From an optimization exercise on the open Yosys and OpenROAD flow, aimed at small area; shortcuts taken in it are not production practice.
The RTL was checked by simulation tests, not by an equivalence proof against the original design.

==> flow/design.v, too long to show whole: its modules and the start of the top module <==
// module ilog2_32: 20 lines
// module compute_sc: 2073 lines
// module fa_cell: 4 lines
// module ha_cell: 4 lines
module compute_sc(
    input   clock,
    input   resetn,
    input   ivalid,
    output  oready,
    output  ovalid,
    input   iready,
    input   [63:0]  a_x,
    input   [31:0]  a_y,
    input   [63:0]  ri,
    input   [31:0]  qi,
    input   [31:0]  q_span,
    input   [31:0]  avg_qspan,
    input   [31:0]  max_dist_x,
    input   [31:0]  max_dist_y,
    input   [31:0]  bw,
    output  [31:0]  data_return
);
  // ...
==> flow/flow/run.sh <==
#!/bin/bash
# Standard ORFS layout (the standard.sh), with two changes:
#  - ports get buf_1 buffers instead of the default port buffer cell;
#  - Yosys's ABC mapping uses flow/abc_area.script (area-only mapping) in place of ORFS's.
# Everything else, including the synthesis script, is ORFS's own, run from a local copy.
set -e
rm -rf scripts_local
cp -r "$FLOW_HOME/scripts" scripts_local
cp flow/abc_area.script scripts_local/abc_area.script
export SCRIPTS_DIR="$PWD/scripts_local"
export BUFFER_PORTS_ARGS="-buffer_cell sky130_fd_sc_hd__buf_1"
echo "export BUFFER_PORTS_ARGS = -buffer_cell sky130_fd_sc_hd__buf_1" >> config.mk
bash standard.sh > standard.log 2>&1
==> flow/flow/abc_area.script <==
strash
dch
map -a
topo
stime -c
upsize -c
dnsize -c
==> flow/standard.sh <==
#!/bin/bash
# synth_recipe.tcl (not shown) runs the flow's synth.tcl, then flattens the netlist and writes it again
# the make line also repeats each setting of config.mk as NAME=value (left out here)
make -C /OpenROAD-flow-scripts/flow DESIGN_CONFIG=/design/flow/config.mk WORK_HOME=/design/flow/orfs CLKGATE_MAP_FILE= SYNTH_SCRIPT=/design/flow/synth_recipe.tcl "${@:-finish}"
==> flow/config.mk <==
export PLATFORM = sky130hd
export DESIGN_NAME = compute_sc
export DESIGN_NICKNAME = compute_sc
export VERILOG_FILES = /design/flow/design.v
export SDC_FILE = /design/flow/constraint.sdc
export NUM_CORES = 4
export LEC_CHECK = 0
export ABC_AREA = 1
export CAP_MARGIN = 20
export CORE_MARGIN = 2
export CORE_UTILIZATION = 40
export GPL_ROUTABILITY_DRIVEN = 0
export GPL_TIMING_DRIVEN = 0
export PLACE_DENSITY = 0.75
export SETUP_SLACK_MARGIN = -0.2
export SLEW_MARGIN = 20
export SYNTH_HIERARCHICAL = 1
export SYNTH_MINIMUM_KEEP_SIZE = 0
export BUFFER_PORTS_ARGS = -buffer_cell sky130_fd_sc_hd__buf_1
==> flow/constraint.sdc <==
create_clock -name core_clock -period 7.0 [get_ports {clock}]
set_input_delay 1.4000 -clock core_clock [delete_from_list [all_inputs] [get_ports {clock}]]
set_output_delay 1.4000 -clock core_clock [all_outputs]
set_load 0.01 [all_outputs]
==> flow_summary_export.csv, run 1 <==
group,metric,value,unit
status,outcome,"no timing/DRC/antenna violations",
timing,setup-violations-final,0,
grt,grt_overflow,0,
clock_network,cts_tree,"built",
synth,synth-xor-area-share,0.0553,
clock_network,ctsResizeCount,18,
synth,synth_edf_count,0,
layout,area_delta_synth_final,15.3,%
worst_setup_path,critPathCaptureType,"flip-flop",
worst_setup_path,slowest_delay,0.37,ns
worst_setup_path,slowest_stage,"o41ai_2",
placement,place_area,0.0247,mm2
floorplan,n_tap_cell,748,
synth,ys_ff_latch,134,
synth,yosysTopAreaCell,"fa_1",
synth,yosys.area_share.simple,0.223,
clock_network,cts.reportedPaths.clkPinSlew,0.07,ns
layout,final_cell_mix,"nand2_1 (603), clkinv_1 (485), buf_1 (346), nor2_1 (279), fa_1 (259)",
floorplan,die_h,241,um
grt,use_met2,0.412,
timing,rsz0062_at_grt,"yes",
layout,signal_buffers,366,
worst_setup_path,cp-startpoint,"qi[0]",
grt,first_global_vias,22000,
worst_setup_path,arrival,7.09,ns
==> run 2: changes to the inputs <==
--- a/flow/design.v
+++ b/flow/design.v
@@ -47,17 +47,17 @@
 wire [31:0] por;
 assign por[0] = 1'b0;
 genvar gi;
 generate for (gi = 1; gi < 32; gi = gi + 1) begin : g_por
     assign por[gi] = por[gi-1] | ddp[gi-1];
 end endgenerate
 wire [31:0] dd = ddp ^ ({32{s}} & por);
 wire [31:0] rh = ri[63:32], ah = a_x[63:32];
-wire gt_dr_mdx, gt_dr_mdy, gt_dq_mdx, gt_dq_mdy, gt_p_bw, gt_bw_np, ovc;
+wire gt_dr_mdx, gt_dr_mdy, gt_dq_mdx, gt_dq_mdy, gt_p_bw, gt_bw_np, gt_hi, ovc;
 wire cm1;
 wire cm2;
 wire cm3;
 wire cm4;
 wire cm5;
 wire cm6;
 wire cm7;
 wire cm8;
@@ -426,16 +426,70 @@
 wire cm371;
 wire cm372;
 wire cm373;
 wire cm374;
 wire cm375;
 wire cm376;
 wire cm377;
 wire cm378;
+wire cm379;
+wire cm380;
+wire cm381;
+wire cm382;
+wire cm383;
+wire cm384;
+wire cm385;
+wire cm386;
+wire cm387;
+wire cm388;
+wire cm389;
+wire cm390;
+wire cm391;
+wire cm392;
+wire cm393;
+wire cm394;
+wire cm395;
+wire cm396;
+wire cm397;
+wire cm398;
+wire cm399;
+wire cm400;
+wire cm401;
+wire cm402;
+wire cm403;
+wire cm404;
+wire cm405;
+wire cm406;
+wire cm407;
+wire cm408;
+wire cm409;
+wire cm410;
+wire cm411;
+wire cm412;
+wire cm413;
+wire cm414;
+wire cm415;
+wire cm416;
+wire cm417;
+wire cm418;
+wire cm419;
+wire cm420;
+wire cm421;
+wire cm422;
+wire cm423;
+wire cm424;
+wire cm425;
+wire cm426;
+wire cm427;
+wire cm428;
+wire cm429;
+wire cm430;
+wire cm431;
+wire cm432;
 assign cm1 = dr[0] & ~max_dist_x[0];
 assign cm2 = (dr[1] & ~max_dist_x[1]) | ((dr[1] | ~max_dist_x[1]) & cm1);
 assign cm3 = (dr[2] & ~max_dist_x[2]) | ((dr[2] | ~max_dist_x[2]) & cm2);
 assign cm4 = (dr[3] & ~max_dist_x[3]) | ((dr[3] | ~max_dist_x[3]) & cm3);
 assign cm5 = (dr[0] | ~max_dist_x[0]) & (dr[1] | ~max_dist_x[1]) & (dr[2] | ~max_dist_x[2]) & (dr[3] | ~max_dist_x[3]);
 assign cm6 = dr[4] & ~max_dist_x[4];
 assign cm7 = (dr[5] & ~max_dist_x[5]) | ((dr[5] | ~max_dist_x[5]) & cm6);
 assign cm8 = (dr[6] & ~max_dist_x[6]) | ((dr[6] | ~max_dist_x[6]) & cm7);
@@ -750,82 +804,137 @@
 assign cm317 = cm309 | (cm310 & cm304);
 assign cm318 = cm310 & cm305;
 assign cm319 = cm313 | (cm314 & cm311);
 assign cm320 = cm314 & cm312;
 assign cm321 = cm317 | (cm318 & cm315);
 assign cm322 = cm318 & cm316;
 assign cm323 = cm321 | (cm322 & cm319);
 assign cm324 = cm322 & cm320;
-assign cm325 = max_dist_x[0] & ~~a_x[0];
-assign cm326 = (max_dist_x[1] & ~~a_x[1]) | ((max_dist_x[1] | ~~a_x[1]) & cm325);
-assign cm327 = (max_dist_x[2] & ~~a_x[2]) | ((max_dist_x[2] | ~~a_x[2]) & cm326);
-assign cm328 = (max_dist_x[3] & ~~a_x[3]) | ((max_dist_x[3] | ~~a_x[3]) & cm327);
-assign cm329 = (max_dist_x[0] | ~~a_x[0]) & (max_dist_x[1] | ~~a_x[1]) & (max_dist_x[2] | ~~a_x[2]) & (max_dist_x[3] | ~~a_x[3]);
-assign cm330 = max_dist_x[4] & ~~a_x[4];
-assign cm331 = (max_dist_x[5] & ~~a_x[5]) | ((max_dist_x[5] | ~~a_x[5]) & cm330);
-assign cm332 = (max_dist_x[6] & ~~a_x[6]) | ((max_dist_x[6] | ~~a_x[6]) & cm331);
-assign cm333 = (max_dist_x[7] & ~~a_x[7]) | ((max_dist_x[7] | ~~a_x[7]) & cm332);
-assign cm334 = (max_dist_x[4] | ~~a_x[4]) & (max_dist_x[5] | ~~a_x[5]) & (max_dist_x[6] | ~~a_x[6]) & (max_dist_x[7] | ~~a_x[7]);
-assign cm335 = max_dist_x[8] & ~~a_x[8];
-assign cm336 = (max_dist_x[9] & ~~a_x[9]) | ((max_dist_x[9] | ~~a_x[9]) & cm335);
-assign cm337 = (max_dist_x[10] & ~~a_x[10]) | ((max_dist_x[10] | ~~a_x[10]) & cm336);
-assign cm338 = (max_dist_x[11] & ~~a_x[11]) | ((max_dist_x[11] | ~~a_x[11]) & cm337);
-assign cm339 = (max_dist_x[8] | ~~a_x[8]) & (max_dist_x[9] | ~~a_x[9]) & (max_dist_x[10] | ~~a_x[10]) & (max_dist_x[11] | ~~a_x[11]);
-assign cm340 = max_dist_x[12] & ~~a_x[12];
-assign cm341 = (max_dist_x[13] & ~~a_x[13]) | ((max_dist_x[13] | ~~a_x[13]) & cm340);
-assign cm342 = (max_dist_x[14] & ~~a_x[14]) | ((max_dist_x[14] | ~~a_x[14]) & cm341);
-assign cm343 = (max_dist_x[15] & ~~a_x[15]) | ((max_dist_x[15] | ~~a_x[15]) & cm342);
-assign cm344 = (max_dist_x[12] | ~~a_x[12]) & (max_dist_x[13] | ~~a_x[13]) & (max_dist_x[14] | ~~a_x[14]) & (max_dist_x[15] | ~~a_x[15]);
-assign cm345 = max_dist_x[16] & ~~a_x[16];
-assign cm346 = (max_dist_x[17] & ~~a_x[17]) | ((max_dist_x[17] | ~~a_x[17]) & cm345);
-assign cm347 = (max_dist_x[18] & ~~a_x[18]) | ((max_dist_x[18] | ~~a_x[18]) & cm346);
-assign cm348 = (max_dist_x[19] & ~~a_x[19]) | ((max_dist_x[19] | ~~a_x[19]) & cm347);
-assign cm349 = (max_dist_x[16] | ~~a_x[16]) & (max_dist_x[17] | ~~a_x[17]) & (max_dist_x[18] | ~~a_x[18]) & (max_dist_x[19] | ~~a_x[19]);
-assign cm350 = max_dist_x[20] & ~~a_x[20];
-assign cm351 = (max_dist_x[21] & ~~a_x[21]) | ((max_dist_x[21] | ~~a_x[21]) & cm350);
-assign cm352 = (max_dist_x[22] & ~~a_x[22]) | ((max_dist_x[22] | ~~a_x[22]) & cm351);
-assign cm353 = (max_dist_x[23] & ~~a_x[23]) | ((max_dist_x[23] | ~~a_x[23]) & cm352);
-assign cm354 = (max_dist_x[20] | ~~a_x[20]) & (max_dist_x[21] | ~~a_x[21]) & (max_dist_x[22] | ~~a_x[22]) & (max_dist_x[23] | ~~a_x[23]);
-assign cm355 = max_dist_x[24] & ~~a_x[24];
-assign cm356 = (max_dist_x[25] & ~~a_x[25]) | ((max_dist_x[25] | ~~a_x[25]) & cm355);
-assign cm357 = (max_dist_x[26] & ~~a_x[26]) | ((max_dist_x[26] | ~~a_x[26]) & cm356);
-assign cm358 = (max_dist_x[27] & ~~a_x[27]) | ((max_dist_x[27] | ~~a_x[27]) & cm357);
-assign cm359 = (max_dist_x[24] | ~~a_x[24]) & (max_dist_x[25] | ~~a_x[25]) & (max_dist_x[26] | ~~a_x[26]) & (max_dist_x[27] | ~~a_x[27]);
-assign cm360 = max_dist_x[28] & ~~a_x[28];
-assign cm361 = (max_dist_x[29] & ~~a_x[29]) | ((max_dist_x[29] | ~~a_x[29]) & cm360);
-assign cm362 = (max_dist_x[30] & ~~a_x[30]) | ((max_dist_x[30] | ~~a_x[30]) & cm361);
-assign cm363 = (max_dist_x[31] & ~~a_x[31]) | ((max_dist_x[31] | ~~a_x[31]) & cm362);
-assign cm364 = (max_dist_x[28] | ~~a_x[28]) & (max_dist_x[29] | ~~a_x[29]) & (max_dist_x[30] | ~~a_x[30]) & (max_dist_x[31] | ~~a_x[31]);
+assign cm325 = ri[32] & ~a_x[32];
+assign cm326 = (ri[33] & ~a_x[33]) | ((ri[33] | ~a_x[33]) & cm325);
+assign cm327 = (ri[34] & ~a_x[34]) | ((ri[34] | ~a_x[34]) & cm326);
+assign cm328 = (ri[35] & ~a_x[35]) | ((ri[35] | ~a_x[35]) & cm327);
+assign cm329 = (ri[32] | ~a_x[32]) & (ri[33] | ~a_x[33]) & (ri[34] | ~a_x[34]) & (ri[35] | ~a_x[35]);
+assign cm330 = ri[36] & ~a_x[36];
+assign cm331 = (ri[37] & ~a_x[37]) | ((ri[37] | ~a_x[37]) & cm330);
+assign cm332 = (ri[38] & ~a_x[38]) | ((ri[38] | ~a_x[38]) & cm331);
+assign cm333 = (ri[39] & ~a_x[39]) | ((ri[39] | ~a_x[39]) & cm332);
+assign cm334 = (ri[36] | ~a_x[36]) & (ri[37] | ~a_x[37]) & (ri[38] | ~a_x[38]) & (ri[39] | ~a_x[39]);
+assign cm335 = ri[40] & ~a_x[40];
+assign cm336 = (ri[41] & ~a_x[41]) | ((ri[41] | ~a_x[41]) & cm335);
+assign cm337 = (ri[42] & ~a_x[42]) | ((ri[42] | ~a_x[42]) & cm336);
+assign cm338 = (ri[43] & ~a_x[43]) | ((ri[43] | ~a_x[43]) & cm337);
+assign cm339 = (ri[40] | ~a_x[40]) & (ri[41] | ~a_x[41]) & (ri[42] | ~a_x[42]) & (ri[43] | ~a_x[43]);
+assign cm340 = ri[44] & ~a_x[44];
+assign cm341 = (ri[45] & ~a_x[45]) | ((ri[45] | ~a_x[45]) & cm340);
+assign cm342 = (ri[46] & ~a_x[46]) | ((ri[46] | ~a_x[46]) & cm341);
+assign cm343 = (ri[47] & ~a_x[47]) | ((ri[47] | ~a_x[47]) & cm342);
+assign cm344 = (ri[44] | ~a_x[44]) & (ri[45] | ~a_x[45]) & (ri[46] | ~a_x[46]) & (ri[47] | ~a_x[47]);
+assign cm345 = ri[48] & ~a_x[48];
+assign cm346 = (ri[49] & ~a_x[49]) | ((ri[49] | ~a_x[49]) & cm345);
+assign cm347 = (ri[50] & ~a_x[50]) | ((ri[50] | ~a_x[50]) & cm346);
+assign cm348 = (ri[51] & ~a_x[51]) | ((ri[51] | ~a_x[51]) & cm347);
+assign cm349 = (ri[48] | ~a_x[48]) & (ri[49] | ~a_x[49]) & (ri[50] | ~a_x[50]) & (ri[51] | ~a_x[51]);
+assign cm350 = ri[52] & ~a_x[52];
+assign cm351 = (ri[53] & ~a_x[53]) | ((ri[53] | ~a_x[53]) & cm350);
+assign cm352 = (ri[54] & ~a_x[54]) | ((ri[54] | ~a_x[54]) & cm351);
+assign cm353 = (ri[55] & ~a_x[55]) | ((ri[55] | ~a_x[55]) & cm352);
+assign cm354 = (ri[52] | ~a_x[52]) & (ri[53] | ~a_x[53]) & (ri[54] | ~a_x[54]) & (ri[55] | ~a_x[55]);
+assign cm355 = ri[56] & ~a_x[56];
+assign cm356 = (ri[57] & ~a_x[57]) | ((ri[57] | ~a_x[57]) & cm355);
+assign cm357 = (ri[58] & ~a_x[58]) | ((ri[58] | ~a_x[58]) & cm356);
+assign cm358 = (ri[59] & ~a_x[59]) | ((ri[59] | ~a_x[59]) & cm357);
+assign cm359 = (ri[56] | ~a_x[56]) & (ri[57] | ~a_x[57]) & (ri[58] | ~a_x[58]) & (ri[59] | ~a_x[59]);
+assign cm360 = ri[60] & ~a_x[60];
+assign cm361 = (ri[61] & ~a_x[61]) | ((ri[61] | ~a_x[61]) & cm360);
+assign cm362 = (ri[62] & ~a_x[62]) | ((ri[62] | ~a_x[62]) & cm361);
+assign cm363 = (ri[63] & ~a_x[63]) | ((ri[63] | ~a_x[63]) & cm362);
+assign cm364 = (ri[60] | ~a_x[60]) & (ri[61] | ~a_x[61]) & (ri[62] | ~a_x[62]) & (ri[63] | ~a_x[63]);
 assign cm365 = cm333 | (cm334 & cm328);
 assign cm366 = cm334 & cm329;
 assign cm367 = cm343 | (cm344 & cm338);
 assign cm368 = cm344 & cm339;
 assign cm369 = cm353 | (cm354 & cm348);
 assign cm370 = cm354 & cm349;
 assign cm371 = cm363 | (cm364 & cm358);
 assign cm372 = cm364 & cm359;
 assign cm373 = cm367 | (cm368 & cm365);
 assign cm374 = cm368 & cm366;
 assign cm375 = cm371 | (cm372 & cm369);
 assign cm376 = cm372 & cm370;
 assign cm377 = cm375 | (cm376 & cm373);
 assign cm378 = cm376 & cm374;
+assign cm379 = max_dist_x[0] & ~~a_x[0];
+assign cm380 = (max_dist_x[1] & ~~a_x[1]) | ((max_dist_x[1] | ~~a_x[1]) & cm379);
+assign cm381 = (max_dist_x[2] & ~~a_x[2]) | ((max_dist_x[2] | ~~a_x[2]) & cm380);
+assign cm382 = (max_dist_x[3] & ~~a_x[3]) | ((max_dist_x[3] | ~~a_x[3]) & cm381);
+assign cm383 = (max_dist_x[0] | ~~a_x[0]) & (max_dist_x[1] | ~~a_x[1]) & (max_dist_x[2] | ~~a_x[2]) & (max_dist_x[3] | ~~a_x[3]);
+assign cm384 = max_dist_x[4] & ~~a_x[4];
+assign cm385 = (max_dist_x[5] & ~~a_x[5]) | ((max_dist_x[5] | ~~a_x[5]) & cm384);
+assign cm386 = (max_dist_x[6] & ~~a_x[6]) | ((max_dist_x[6] | ~~a_x[6]) & cm385);
+assign cm387 = (max_dist_x[7] & ~~a_x[7]) | ((max_dist_x[7] | ~~a_x[7]) & cm386);
+assign cm388 = (max_dist_x[4] | ~~a_x[4]) & (max_dist_x[5] | ~~a_x[5]) & (max_dist_x[6] | ~~a_x[6]) & (max_dist_x[7] | ~~a_x[7]);
+assign cm389 = max_dist_x[8] & ~~a_x[8];
+assign cm390 = (max_dist_x[9] & ~~a_x[9]) | ((max_dist_x[9] | ~~a_x[9]) & cm389);
+assign cm391 = (max_dist_x[10] & ~~a_x[10]) | ((max_dist_x[10] | ~~a_x[10]) & cm390);
+assign cm392 = (max_dist_x[11] & ~~a_x[11]) | ((max_dist_x[11] | ~~a_x[11]) & cm391);
+assign cm393 = (max_dist_x[8] | ~~a_x[8]) & (max_dist_x[9] | ~~a_x[9]) & (max_dist_x[10] | ~~a_x[10]) & (max_dist_x[11] | ~~a_x[11]);
+assign cm394 = max_dist_x[12] & ~~a_x[12];
+assign cm395 = (max_dist_x[13] & ~~a_x[13]) | ((max_dist_x[13] | ~~a_x[13]) & cm394);
+assign cm396 = (max_dist_x[14] & ~~a_x[14]) | ((max_dist_x[14] | ~~a_x[14]) & cm395);
+assign cm397 = (max_dist_x[15] & ~~a_x[15]) | ((max_dist_x[15] | ~~a_x[15]) & cm396);
+assign cm398 = (max_dist_x[12] | ~~a_x[12]) & (max_dist_x[13] | ~~a_x[13]) & (max_dist_x[14] | ~~a_x[14]) & (max_dist_x[15] | ~~a_x[15]);
+assign cm399 = max_dist_x[16] & ~~a_x[16];
+assign cm400 = (max_dist_x[17] & ~~a_x[17]) | ((max_dist_x[17] | ~~a_x[17]) & cm399);
+assign cm401 = (max_dist_x[18] & ~~a_x[18]) | ((max_dist_x[18] | ~~a_x[18]) & cm400);
+assign cm402 = (max_dist_x[19] & ~~a_x[19]) | ((max_dist_x[19] | ~~a_x[19]) & cm401);
+assign cm403 = (max_dist_x[16] | ~~a_x[16]) & (max_dist_x[17] | ~~a_x[17]) & (max_dist_x[18] | ~~a_x[18]) & (max_dist_x[19] | ~~a_x[19]);
+assign cm404 = max_dist_x[20] & ~~a_x[20];
+assign cm405 = (max_dist_x[21] & ~~a_x[21]) | ((max_dist_x[21] | ~~a_x[21]) & cm404);
+assign cm406 = (max_dist_x[22] & ~~a_x[22]) | ((max_dist_x[22] | ~~a_x[22]) & cm405);
+assign cm407 = (max_dist_x[23] & ~~a_x[23]) | ((max_dist_x[23] | ~~a_x[23]) & cm406);
+assign cm408 = (max_dist_x[20] | ~~a_x[20]) & (max_dist_x[21] | ~~a_x[21]) & (max_dist_x[22] | ~~a_x[22]) & (max_dist_x[23] | ~~a_x[23]);
+assign cm409 = max_dist_x[24] & ~~a_x[24];
+assign cm410 = (max_dist_x[25] & ~~a_x[25]) | ((max_dist_x[25] | ~~a_x[25]) & cm409);
+assign cm411 = (max_dist_x[26] & ~~a_x[26]) | ((max_dist_x[26] | ~~a_x[26]) & cm410);
+assign cm412 = (max_dist_x[27] & ~~a_x[27]) | ((max_dist_x[27] | ~~a_x[27]) & cm411);
+assign cm413 = (max_dist_x[24] | ~~a_x[24]) & (max_dist_x[25] | ~~a_x[25]) & (max_dist_x[26] | ~~a_x[26]) & (max_dist_x[27] | ~~a_x[27]);
+assign cm414 = max_dist_x[28] & ~~a_x[28];
+assign cm415 = (max_dist_x[29] & ~~a_x[29]) | ((max_dist_x[29] | ~~a_x[29]) & cm414);
+assign cm416 = (max_dist_x[30] & ~~a_x[30]) | ((max_dist_x[30] | ~~a_x[30]) & cm415);
+assign cm417 = (max_dist_x[31] & ~~a_x[31]) | ((max_dist_x[31] | ~~a_x[31]) & cm416);
+assign cm418 = (max_dist_x[28] | ~~a_x[28]) & (max_dist_x[29] | ~~a_x[29]) & (max_dist_x[30] | ~~a_x[30]) & (max_dist_x[31] | ~~a_x[31]);
+assign cm419 = cm387 | (cm388 & cm382);
+assign cm420 = cm388 & cm383;
+assign cm421 = cm397 | (cm398 & cm392);
+assign cm422 = cm398 & cm393;
+assign cm423 = cm407 | (cm408 & cm402);
+assign cm424 = cm408 & cm403;
+assign cm425 = cm417 | (cm418 & cm412);
+assign cm426 = cm418 & cm413;
+assign cm427 = cm421 | (cm422 & cm419);
+assign cm428 = cm422 & cm420;
+assign cm429 = cm425 | (cm426 & cm423);
+assign cm430 = cm426 & cm424;
+assign cm431 = cm429 | (cm430 & cm427);
+assign cm432 = cm430 & cm428;
 assign gt_dr_mdx = cm53;
 assign gt_dr_mdy = cm107;
 assign gt_dq_mdx = cm161;
 assign gt_dq_mdy = cm215;
 assign gt_p_bw = cm269;
 assign gt_bw_np = cm323;
-assign ovc = cm377;
+assign gt_hi = cm377;
+assign ovc = cm431;
 wire gt_dd_bw = s ? ~gt_bw_np : gt_p_bw;
-wire [32:0] t_hi = {1'b0, rh} + {1'b0, ~ah};
-wire gt_hi = t_hi[32];
-wire eq_hi = &t_hi[31:0];
-wire eq1_hi = ~|t_hi[31:0];
+wire [31:0] e_hi = ~(rh ^ ah);
+wire eq_hi = &e_hi;
+wire [31:0] o_hi = rh | ~ah;
+wire eq1_hi = ~e_hi[0] & (&(e_hi[31:1] ~^ o_hi[30:0]));
 wire c64 = gt_hi | (eq_hi & c_lo);                
 wire z_hi = c_lo ? eq_hi : eq1_hi;                
 wire dgtm = ~z_hi | gt_dr_mdx;            
 wire ov = (&ah) & ovc;             
 wire extra = ov ? (c64 | dgtm) : (c64 & dgtm);
 wire rej = (~dr[31] & gt_dr_mdy) | (dr == 32'd0) | extra |
            dq[31] | (dq == 32'd0) | gt_dq_mdx | gt_dq_mdy;
 wire [7:0] qs = q_span[7:0];
--- a/flow/config.mk
+++ b/flow/config.mk
@@ -7,13 +7,13 @@
 export LEC_CHECK = 0
 export ABC_AREA = 1
 export CAP_MARGIN = 20
 export CORE_MARGIN = 2
 export CORE_UTILIZATION = 40
 export GPL_ROUTABILITY_DRIVEN = 0
 export GPL_TIMING_DRIVEN = 0
 export PLACE_DENSITY = 0.75
-export SETUP_SLACK_MARGIN = -0.2
+export SETUP_SLACK_MARGIN = -0.1
 export SLEW_MARGIN = 20
 export SYNTH_HIERARCHICAL = 1
 export SYNTH_MINIMUM_KEEP_SIZE = 0
 export BUFFER_PORTS_ARGS = -buffer_cell sky130_fd_sc_hd__buf_1
==> run 2 against run 1 <==
Net effect: first-iteration DRC count increased by 16%; sequential cell count stayed put; still clean on timing, DRC and antenna; register-to-register slack is essentially flat; fmax about the same; clock skew rose by 0.0059 ns; die area is 0.60% higher; area after synthesis increased by 0.61%; global-route usage increased by 1.6 points; highest routed layer unchanged.
==> flow_summary_export.csv, run 2 <==
group,metric,value,unit
clock_network,h-tree-depth,4,
synth,synth-main-ff-cell,"dfxtp_1",
worst_setup_path,critPathCaptureType,"primary output",
layout,final_cell_mix,"nand2_1 (554), clkinv_1 (485), buf_1 (347), nor2_1 (295), fa_1 (257)",
route,drt_iter0_drc,1696,
timing,slew_headroom,0.121,
grt,antenna_found_initial,16,
worst_setup_path,r2r-end,"clin_r2[11]",
floorplan,pin_count,390,
synth,yosysTopAreaCell,"fa_1",
timing,setup-violations-final,0,
grt,grt_max_degree,33,
worst_setup_path,crit_buf_inv,10,
route,wirelength,74.4,mm
synth,syn-num-nets,3888,
timing,rsz0062_at_grt,"yes",
worst_setup_path,slowest_stage,"dfxtp_2",
route,vias,22800,
floorplan,core,0.0561,mm2
placement,dp_slack,-0.838,ns
worst_setup_path,reg2reg_setup_slack,0.29,ns
layout,largestRegisters,"dd_r: 32 flops, sc_r: 32 flops",
worst_setup_path,slowest_delay,0.34,ns
synth,synth.avg_cell_area,7.40,um2
timing,max_freq,147,MHz
worst_setup_path,cp_top_family,"simple AND/OR/NAND/NOR gates",
worst_setup_path,cp.depth,42,
synth,syn-instance-count,3047,
route,dr.pass1.iters,6,
floorplan,start_util,0.402,
timing,worst_slew_pin_slew,1.31,ns
synth,synth.top_cell.area_share,0.229,
synth,synth_area_leaders,"fa_1 (23%), ha_1 (13%), dfxtp_1 (12%)",
grt,grt_overflow,0,
min_path,hp-class,"flip-flop to flip-flop",
synth,synth_seq_area_share,0.119,
floorplan,die_h,241,um
synth,async_flop_share,0.0149,
layout,area_delta_synth_final,15.4,%
min_path,worst_hold_path.endpoint,"hi_r2[17]",
worst_setup_path,r2r-start,"avg_r[13]",
synth,yosysMostFrequentCell,"nand2_1",
flow_run,cap_violations,0,
clock_network,clkSinkCount,134,
placement,placedCellCount,4152,
worst_setup_path,cp.required,5.60,ns
synth,synth_edf_count,0,
grt,track_usage,0.254,
clock_network,cts-root-buf,"clkbuf_16",
clock_network,cts.reportedPaths.clkPinSlew,0.07,ns
floorplan,dieArea,0.0583,mm2
placement,place_area,0.0248,mm2
clock_network,cts_tree,"built",
synth,ys_top_cells_by_count,"nand2_1 (561), clkinv_1 (507), nor2_1 (303)",
synth,synth_area,0.0225,mm2
placement,dpl.hpwl,60.3,mm
placement,portBuffers,349,
worst_setup_path,arrival,5.40,ns
timing,final.period_utilization,0.972,
timing,hold_violations,0,
timing,skew,0.0168,ns
layout,fin_area,0.0260,mm2
floorplan,rows,87,
layout,drive_above_1_share,0.0756,
worst_setup_path,reg2reg_depth,21,
layout,nets,4281,
route,routedWlPerCell,17.6,um
worst_setup_path,crit_top_cell,"inv_2",
status,outcome,"no timing/DRC/antenna violations",
clock_network,cts_inserted_buffers,17,
layout,final_common_cell,"nand2_1",
worst_setup_path,start_kind,"flip-flop",
timing,maxSlewViolCount,0,
grt,first_global_vias,22600,
synth,ys_ff_latch,134,
floorplan,die_w,241,um
route,ant_nets,0,
grt,grt_pass1_wl,116,mm
min_path,min_path_cells,0,
route,drc,0,
layout,fin_util,0.464,
worst_setup_path,criticalPathCategory,"flip-flop to primary output",
timing,timing.final.ws_setup,0.198,ns
synth,synth_cell_types,68,
min_path,min_from,"sc_r[31]",
worst_setup_path,worstPathMaxFanout,3,
clock_network,clk_path_buf_depth,2,
route,via_per_inst,5.40,
layout,final_cell_count_no_fill,4217,
timing,period_minus_slack,6.80,ns
clock_network,clk_latency,0.45,ns
synth,yosysWarningCount,7,
## run 2: metrics by stage
step                TNS, ns  hold WS [ns]
floorplan                 0         0.310
global placement     -29.12         0.312
detailed placement   -32.05         0.313
CTS                  -0.351         0.325
global route          -6.86         0.331
finish                    0         0.326
## run 2: area by class of cell
| type | count | area, um2 |
|---|---|---|
| well taps | 756 | 946 |
| repair buffers | 373 | 1490 |
| fillers | 5570 | 30000 |
| plain buffers | 1 | 7.51 |
| clock inverters | 15 | 161 |
| flip-flops and latches | 134 | 2710 |
| multi-input cells | 2356 | 18100 |
| clock buffers | 17 | 425 |
| inverters | 557 | 2120 |
| diodes | 8 | 20.0 |
## run 2: timing repair
action,4_1_cts,5_1_grt
endpoints found under the setup margin,44,73
resized for setup,15,106
pin swaps,2,45
hold buffers,0,0
cloned,0,1
buffers inserted,1,23
## run 2: worst max path at each step
stage                      end  slack, ns       start
6_report       data_return[30]       0.20  clin_r2[1]
5_1_grt        data_return[30]      -0.31  clin_r2[1]
4_1_cts        data_return[30]      -0.09  clin_r2[2]
3_5_place_dp           sc_r[5]      -0.84       qi[0]
3_3_place_gp           sc_r[1]      -0.95      a_x[0]
2_1_floorplan         dd_r[14]       0.56       qi[0]
## run 2: per-layer routing
layer  up-vias  GRT usage  wire, um
met4        16      0.117      3660
met5         -          0        99
met2      1004      0.440     35800
li1      10900          -         -
met1     10600      0.298     28500
met3       221     0.0582      6280
## run 2: per-module statistics from Yosys (local to each module, per instance)
module      cell area (um2)  cells inside  copies in the design  flops+latches
fa_cell                20.0             1                   252              0
compute_sc            17500          2795                     1            134
## run 2: cells by family after synthesis
logic type | count (synthesis) | synth area share
buf+inv | 558 | 0.0932
mux | 1 | 0.000444
flops | 134 | 0.119
fa+ha+maj | 486 | 0.356
xor+xnor | 116 | 0.0457
other cells | 1 | 0.000166
compound gates | 634 | 0.174
simple gates | 1117 | 0.211

-- what the ideal ports hide --
In the flow no input, the clock included, has a driving cell. The finished layouts below were timed again as built, in two steps. Step 1 assumes that a clkbuf_16 drives the clock port and a buf_2 every other input. Step 2 moves the port delays by t, midway between the first and last clock arrival at a register: inputs arrive t later, outputs are due t later. That takes back most of the time a late clock gives input paths. Three values: ideal ports, drivers, drivers and shift; two values: the first two.
run | t, ns | setup WS [ns] | hold slack, ns | cell pins on the clock port's net
run 1 | 0.490 | 0.196 / 0.211 / -0.279 | 0.319 / 0.319 / 0.319 | 1
run 2 | 0.485 | 0.198 / 0.155 / -0.169 | 0.326 / 0.326 / 0.326 | 1
With both steps, setup timing fails in run 1 and run 2, where it was met with ideal ports. For run 1, which loses most, drivers alone change the setup slack by +0.015 ns; drivers and shift together by -0.475 ns.
